Background: an optimization exercise with open tools, aiming at small area. Do not read the settings as production practice. At most, simulation tests tie the RTL to the original design; equivalence was not proved.

==> inputs of run G <==
## top_final
module top_final (
    input CLK100MHZ,
    input reset,
    input ACL_MISO,
    output ACL_MOSI,
    output ACL_SCLK,
    output ACL_CSN,
    output oled_spi_clk,
    output oled_spi_data,
    output oled_vdd,
    output oled_vbat,
    output oled_reset_n,
    output oled_dc_n
);
    wire clk_4MHz_en, tick0, p5;
    iclk_gen clock_generation (
        .CLK100MHZ(CLK100MHZ),
        .reset(reset),
        .p5(p5),
        .clk_4MHz_en(clk_4MHz_en),
        .tick0(tick0)
    );
    wire bit_en, latch;
    wire [3:0] bit_q;
    wire [1:0] bit_axis;
    spi_master master (
        .iclk(CLK100MHZ),
        .reset(reset),
        .tick(clk_4MHz_en),
        .tick0(tick0),
        .miso(ACL_MISO),
        .sclk(ACL_SCLK),
        .mosi(ACL_MOSI),
        .cs(ACL_CSN),
        .bit_en(bit_en),
        .bit_q(bit_q),
        .bit_axis(bit_axis),
        .latch(latch)
    );
    wire [2:0] direction;
    main_control main_control_inst (
        .clk(CLK100MHZ),
        .reset(reset),
        .bit_en(bit_en),
        .bit_q(bit_q),
        .bit_axis(bit_axis),
        .b(ACL_MISO),
        .latch(latch),
        .direction(direction)
    );
    localparam [16:0] T_REFRESH = 17'b01010100011010111;     
    reg [16:0] timer;
    reg updateString;
    reg [2:0] message;           
    wire refresh = (timer == T_REFRESH);
    always @(posedge CLK100MHZ) begin
        if (reset | refresh)
            timer <= 17'd0;
        else
            timer <= {timer[15:0], ~(timer[16] ^ timer[13])};
    end
    always @(posedge CLK100MHZ) begin
        if (reset) begin
            updateString <= 1'b0;
            message <= 3'd0;
        end else begin
            updateString <= refresh;
            if (refresh)
                message <= direction;
        end
    end
    localparam [1:0] IDLE = 2'd0, SEND = 2'd1, DONE = 2'd2;
    reg [1:0] state;
    reg [5:0] byteCounter;
    reg [2:0] sendSel;
    wire sendDone;
    wire sendDataValid = (state == SEND);
    always @(posedge CLK100MHZ) begin
        if (reset) begin
            state <= IDLE;
            byteCounter <= 6'd63;
        end else begin
            case (state)
                IDLE: if (!sendDone) begin
  ...
Settings: LEC_CHECK=0, ABC_AREA=1, CAP_MARGIN=20, CORE_MARGIN=2, CORE_UTILIZATION=30, PLACE_DENSITY=0.5, SLEW_MARGIN=20, SYNTH_MEMORY_MAX_BITS=16384; clock period 10.0 ns.
standard.sh (not shown) runs the stock make flow with config.mk's settings and CLKGATE_MAP_FILE= SYNTH_SCRIPT=/design/flow/synth_recipe.tcl, a recipe that flattens the netlist after the stock synthesis.
==> flow/flow/run.sh <==
#!/bin/bash
# Layout flow: the standard synthesis, then its combinational logic mapped
# again for area (registers, their names and cells untouched), then the standard flow's
# standard layout from floorplan to finish.
set -euo pipefail
WORK=$(pwd)
F=$WORK/flow
R=$WORK/orfs/results/$FLOW_PLATFORM/top_final/base
LIB=$FLOW_HOME/platforms/$FLOW_PLATFORM/lib/sky130_fd_sc_hd__tt_025C_1v80.lib

# 1. standard synthesis
bash standard.sh synth > synth_standard.log 2>&1

# 2. remap the combinational logic
cp $R/1_2_yosys.v $WORK/standard_1_2_yosys.v
python3 $F/mkmap.py $LIB $WORK/combmap.v > mkmap.log 2>&1
DU=$(sed -n '/^export DONT_USE_CELLS/,/^$/p' $FLOW_HOME/platforms/$FLOW_PLATFORM/config.mk \
     | grep -o 'sky130_fd_sc_hd__[a-z0-9_]*' | sort -u | sed 's/^/-dont_use /' | tr '\n' ' ')
# ABC's deepsyn is randomised: map with a few seeds at once, keep the smallest.
SEEDS="1 2 3 4"
for S in $SEEDS; do
  sed "s/@SEED@/$S/" $F/area.abc.in > $WORK/area_$S.abc
  cat > $WORK/remap_$S.ys <<EOT
read_liberty -lib $LIB
read_verilog $WORK/standard_1_2_yosys.v
hierarchy -top $FLOW_TOP
techmap -map $WORK/combmap.v
techmap
opt -fast
opt -purge
abc -liberty $LIB $DU -script $WORK/area_$S.abc
opt_clean -purge
hilomap -singleton -hicell sky130_fd_sc_hd__conb_1 HI -locell sky130_fd_sc_hd__conb_1 LO
insbuf -buf sky130_fd_sc_hd__buf_4 A X
opt_clean -purge
tee -o $WORK/remap_stat_$S.txt stat -liberty $LIB
check -assert -mapped
write_verilog -noattr -nohex -nodec $WORK/remap_1_2_yosys_$S.v
EOT
  yosys -s $WORK/remap_$S.ys > remap_$S.log 2>&1 &
done
wait
BEST=""; BESTA=""
for S in $SEEDS; do
  [ -s $WORK/remap_1_2_yosys_$S.v ] || continue
  A=$(grep "Chip area for module" $WORK/remap_stat_$S.txt | grep -o "[0-9.]*$")
  if [ -z "$BEST" ] || awk "BEGIN{exit !($A < $BESTA)}"; then BEST=$S; BESTA=$A; fi
done
echo "seed $BEST area $BESTA" > remap_choice.log
cp $WORK/remap_1_2_yosys_$BEST.v $WORK/remap_1_2_yosys.v
cp $WORK/remap_1_2_yosys.v $R/1_2_yosys.v
rm -f $R/1_synth.odb

# 3. standard layout from the remapped netlist; the port buffers are buf_1
export BUFFER_PORTS_ARGS="-buffer_cell sky130_fd_sc_hd__buf_1"
# clock tree of clkbuf_8, without the dummy loads CTS adds to balance leaves
export CTS_ARGS="-sink_clustering_enable -repair_clock_nets -buf_list sky130_fd_sc_hd__clkbuf_8 -dont_use_dummy_load"
bash standard.sh finish > layout_standard.log 2>&1
==> flow/flow/area.abc.in <==
strash
&get -n
&deepsyn -T 300 -S @SEED@
&put
strash
&get -n
&dch -f
&nf -p -R 1000
&put
mfs3 -a
Other scripts of this flow, unchanged in this note and not shown: flow/flow/mkmap.py
==> run D: changes against run G <==
--- a/flow/design.v
+++ b/flow/design.v
@@ -357,34 +357,30 @@
                      COM_PIN1 = 5'd13,
                      DISPLAY_ON = 5'd14,
                      PAGE_ADDR = 5'd15,
                      PAGE_ADDR1 = 5'd16,
                      PAGE_ADDR2 = 5'd17,
                      COLUMN_ADDR = 5'd18,
                      DONE = 5'd19,
                      SEND_DATA = 5'd20;
-    localparam [16:0] D1 = 17'b01000111000001001,   
-                      D2 = 17'b11101110011110010,   
-                      D3 = 17'b11001010111101000,   
-                      D4 = 17'b00001101100110000;   
+    localparam [16:0] D1 = 17'd20003, D2 = 17'd40103, D3 = 17'd60107, D4 = 17'd80544;
     reg [4:0] cmd;
     reg pend;
     reg spiLoadData;
     reg [1:0] currPage;
     reg [4:0] charCount;         
-    wire col128 = charCount[4];
     reg [2:0] byteCounter;       
     wire spiDone;
     wire [7:0] fontByte;
     wire isDelay = (cmd == INIT) | (cmd == RESET) | (cmd == CHARG_PUMP) | (cmd == CONTRAST);
-    wire delayEnd = (cmd == INIT       & (timer == D1)) |
-                    (cmd == RESET      & (timer == D2)) |
-                    (cmd == CHARG_PUMP & (timer == D3)) |
-                    (cmd == CONTRAST   & (timer == D4));
+    wire delayEnd = (cmd == INIT       & ((timer & D1) == D1)) |
+                    (cmd == RESET      & ((timer & D2) == D2)) |
+                    (cmd == CHARG_PUMP & ((timer & D3) == D3)) |
+                    (cmd == CONTRAST   & ((timer & D4) == D4));
     wire sending = ~(cmd == IDLE | cmd == RESET | cmd == VBAT_ON | cmd == DONE);
     reg [7:0] spiData;
     always @(*) begin
         case (cmd)
             INIT:        spiData = 8'hAE;
             CHARG_PUMP:  spiData = 8'h8D;
             CHARG_PUMP1: spiData = 8'h14;
             PRE_CHARG:   spiData = 8'hD9;
@@ -426,22 +422,22 @@
         else if(cmd == DONE)
         begin
             sendDone <= 1'b0;
             if (updateString) begin
                 charCount <= 0;
                 currPage <= 0;
                 cmd <= PAGE_ADDR;
             end
-            if(sendDataValid & !col128 & !sendDone)
+            if(sendDataValid & !charCount[4] & !sendDone)
             begin
                 cmd <= SEND_DATA;
                 byteCounter <= 3'd7;
             end
-            else if(sendDataValid & col128 & !sendDone)
+            else if(sendDataValid & charCount[4] & !sendDone)
             begin
                 cmd <= PAGE_ADDR;
                 charCount <= 0;
                 byteCounter <= 3'd7;
             end
         end
         else if(!sending)
         begin
@@ -558,55 +554,67 @@
 `timescale 1ns / 1ps
 module spi_master(
     input iclk,
     input reset,
     input tick,
     input tick0,
     input miso,
     output sclk,
-    output reg mosi,      
-    output cs,
+    output reg mosi,
+    output reg cs,
     output bit_en,           
     output [3:0] bit_q,      
     output [1:0] bit_axis,   
     output latch             
     );
     localparam [23:0] wseq = 24'h0A2D02;
     localparam [15:0] rseq = 16'h0B0E;
-    reg [13:0] n;
-    wire [11:0] s = n[13:2];
-    wire [1:0] u = n[1:0];
+    reg [1:0] q;
+    reg [11:0] s;
     wire rd = s[11];
     wire [10:0] r = s[10:0];
     wire r_lo = rd & (r[10:6] == 5'd0);             
-    wire slot_end = tick & (u == 2'd2);
+    wire slot_end = tick & (q == 2'd1);
+    wire slot_bit = tick & (q == 2'd2);             
     wire [4:0] k = s[4:0] + 5'd1;                   
     always @(posedge iclk) begin
-        if (reset)
-            n <= {12'd422, 2'd1};
-        else if (tick)
-            n <= (slot_end & rd & (r == 11'd1064)) ? 14'd8191 : n + 14'd1;
-    end
-    always @(*) begin
-        if (s == 12'd1023)
-            mosi = wseq[23];
-        else if (s[11:5] == 7'b0100000 && s[4:0] <= 5'd22)
-            mosi = wseq[5'd23 - k];
-        else if (r_lo && r[5:4] == 2'd0)
-            mosi = rseq[4'd15 - r[3:0]];
-        else
-            mosi = 1'b0;
+        if (reset) begin
+            q <= 2'd0;
+            s <= 12'd422;
+            cs <= 1'b1;
+            mosi <= 1'b0;
+        end else begin
+            if (tick)
+                q <= q + 2'd1;
+            if (slot_end)
+                s <= (rd & (r == 11'd1064)) ? 12'd2048 : s + 12'd1;
+            if (slot_end & (s == 12'd1022))
+                cs <= 1'b0;
+            if (slot_bit & rd & (r == 11'd0))
+                cs <= 1'b0;
+            if (slot_end & ((s == 12'd1046) | (rd & (r == 11'd63))))
+                cs <= 1'b1;
+            if (slot_bit) begin
+                if (s == 12'd1023)
+                    mosi <= wseq[23];
+                else if (s[11:5] == 7'b0100000 && s[4:0] <= 5'd22)
+                    mosi <= wseq[5'd23 - k];
+                else if (r_lo && r[5:4] == 2'd0)
+                    mosi <= rseq[4'd15 - r[3:0]];
+                else
+                    mosi <= 1'b0;
+            end
+        end
     end
-    assign cs = ~(((n >= 14'd4091) & (n <= 14'd4186)) | (rd & (n[12:8] == 5'd0) & (n[7:0] != 8'd255)));
-    assign sclk = ~cs & (n[1] ^ n[0]);
+    assign sclk = ~cs & ~q[1];
     assign bit_en = slot_end & r_lo & (r[5:4] != 2'd0);
     assign bit_q = r[3:0];
     assign bit_axis = r[5:4];
-    assign latch = tick0 & (u == 2'd1) & rd & (r == 11'd64);
+    assign latch = tick0 & (q == 2'd0) & rd & (r == 11'd64);
 endmodule
 `timescale 1ns / 1ps
 module iclk_gen (
     input CLK100MHZ,
     input reset,
     output p5,
     output clk_4MHz_en,
     output tick0
@@ -674,33 +682,27 @@
         .reset(reset),
         .bit_en(bit_en),
         .bit_q(bit_q),
         .bit_axis(bit_axis),
         .b(ACL_MISO),
         .latch(latch),
         .direction(direction)
     );
-    localparam [16:0] T_REFRESH = 17'b01010100011010111;     
     reg [16:0] timer;
-    reg updateString;
     reg [2:0] message;           
-    wire refresh = (timer == T_REFRESH);
-    always @(posedge CLK100MHZ) begin
-        if (reset | refresh)
-            timer <= 17'd0;
-        else
-            timer <= {timer[15:0], ~(timer[16] ^ timer[13])};
-    end
+    wire top100k = timer[16] & timer[15] & timer[10] & timer[9] & timer[7] & timer[5];
+    wire refresh = top100k & ~timer[0];
+    wire updateString = top100k & timer[0];
     always @(posedge CLK100MHZ) begin
         if (reset) begin
-            updateString <= 1'b0;
+            timer <= 17'd0;
             message <= 3'd0;
         end else begin
-            updateString <= refresh;
+            timer <= updateString ? 17'd1 : timer + 17'd1;
             if (refresh)
                 message <= direction;
         end
     end
     localparam [1:0] IDLE = 2'd0, SEND = 2'd1, DONE = 2'd2;
     reg [1:0] state;
     reg [5:0] byteCounter;
     reg [2:0] sendSel;
==> flow/flow/run.sh (replaced) <==
#!/bin/bash
# Layout flow: the standard synthesis, then its combinational logic mapped
# again for area (registers, their names and cells untouched), then the standard flow's
# standard layout from floorplan to finish.
set -euo pipefail
WORK=$(pwd)
F=$WORK/flow
R=$WORK/orfs/results/$FLOW_PLATFORM/top_final/base
LIB=$FLOW_HOME/platforms/$FLOW_PLATFORM/lib/sky130_fd_sc_hd__tt_025C_1v80.lib

# 1. standard synthesis
bash standard.sh synth > synth_standard.log 2>&1

# 2. remap the combinational logic
cp $R/1_2_yosys.v $WORK/standard_1_2_yosys.v
python3 $F/mkmap.py $LIB $WORK/combmap.v > mkmap.log 2>&1
DU=$(sed -n '/^export DONT_USE_CELLS/,/^$/p' $FLOW_HOME/platforms/$FLOW_PLATFORM/config.mk \
     | grep -o 'sky130_fd_sc_hd__[a-z0-9_]*' | sort -u | sed 's/^/-dont_use /' | tr '\n' ' ')
cat > $WORK/remap.ys <<EOT
read_liberty -lib $LIB
read_verilog $WORK/standard_1_2_yosys.v
hierarchy -top $FLOW_TOP
techmap -map $WORK/combmap.v
techmap
opt -fast
opt -purge
abc -liberty $LIB $DU -script $F/area.abc
opt_clean -purge
hilomap -singleton -hicell sky130_fd_sc_hd__conb_1 HI -locell sky130_fd_sc_hd__conb_1 LO
insbuf -buf sky130_fd_sc_hd__buf_4 A X
opt_clean -purge
tee -o $WORK/remap_stat.txt stat -liberty $LIB
check -assert -mapped
write_verilog -noattr -nohex -nodec $WORK/remap_1_2_yosys.v
EOT
yosys -s $WORK/remap.ys > remap.log 2>&1
cp $WORK/remap_1_2_yosys.v $R/1_2_yosys.v
rm -f $R/1_synth.odb

# 3. standard layout from the remapped netlist; the port buffers are buf_1
export BUFFER_PORTS_ARGS="-buffer_cell sky130_fd_sc_hd__buf_1"
bash standard.sh finish > layout_standard.log 2>&1
==> flow/flow/area.abc (new file) <==
strash
&get -n
&deepsyn -T 20
&put
strash
&get -n
&dch -f
&nf -p -R 1000
&put
mfs3 -a
--- a/flow/config.mk
+++ b/flow/config.mk
@@ -4,11 +4,12 @@
 export VERILOG_FILES = /design/flow/design.v
 export SDC_FILE = /design/flow/constraint.sdc
 export NUM_CORES = 4
 export LEC_CHECK = 0
 export ABC_AREA = 1
 export CAP_MARGIN = 20
 export CORE_MARGIN = 2
 export CORE_UTILIZATION = 30
+export CTS_BUF_LIST = sky130_fd_sc_hd__clkbuf_8
 export PLACE_DENSITY = 0.5
 export SLEW_MARGIN = 20
 export SYNTH_MEMORY_MAX_BITS = 16384
removed: flow/flow/area.abc.in
==> results.txt <==
GRT Total Usage = 16.4%
DR WL/cell = 16.4 µm
Hold path startpoint = message[0]
CP most frequent cell = a21oi_1
Post-DP Area = 5180 µm²
Count of flip-flops and latches = 85
Status = no timing/DRC/antenna violations
Core area = 15800 µm²
Most frequent cells in the layout = dfxtp_1, nor2_1, nand2_1, a21oi_1, o21ai_0
Arr. time, crit path = 8690 ps
(the above is from run G)
==> results.txt <==
Status = no timing/DRC/antenna violations
Arr. time, crit path = 5580 ps
TritonRoute pass-1 iters = 5
CP most frequent cell = nand2_1
Post-DP Area = 5440 µm²
# clock sinks = 86
Switch share = 28.2%
Residual DRC count = 0
CP Launch Type = register
I/O Buffers = 11
DR WL/cell = 15.3 µm
Slew Viols, Final = 0
Critical Path Stages = 22
GRT Total Usage = 16.1%
Core area = 16600 µm²
Hold path startpoint = clock_generation.lo[0]
Count of flip-flops and latches = 86
(the above is from run D)
No functional check of the RTL was part of run D.

-- what the ideal ports hide --
The results above use ideal ports. As a check the final layouts listed here were re-extracted and re-timed, cells and wires unchanged.
Step 1 sets driving cells, clkbuf_16 on the clock port and buf_2 on the other inputs (assumed; they add their load-dependent delay and slew).
Step 2 moves the port delays by t, midway between the first and last clock arrival at a register: inputs arrive t later, outputs are due t later. That takes back most of the time a late clock gives input paths.
a / b / c = ideal / step 1 / step 2; a / b = the first two.
| run | t (ns) | setup slack, ns | hold WS [ns] | slew at the worst register clock pin (ns) | pins driven straight from the clock port |
|---|---|---|---|---|---|
| run G | 0.399 | 1.559 / 1.559 / 1.559 | 0.454 / 0.454 / 0.454 | 0.09 / 0.09 | 1 |
| run D | 0.380 | 4.682 / 4.682 / 4.682 | 0.438 / 0.438 / 0.438 | 0.08 / 0.08 | 1 |
After both steps every run listed still meets setup and hold.
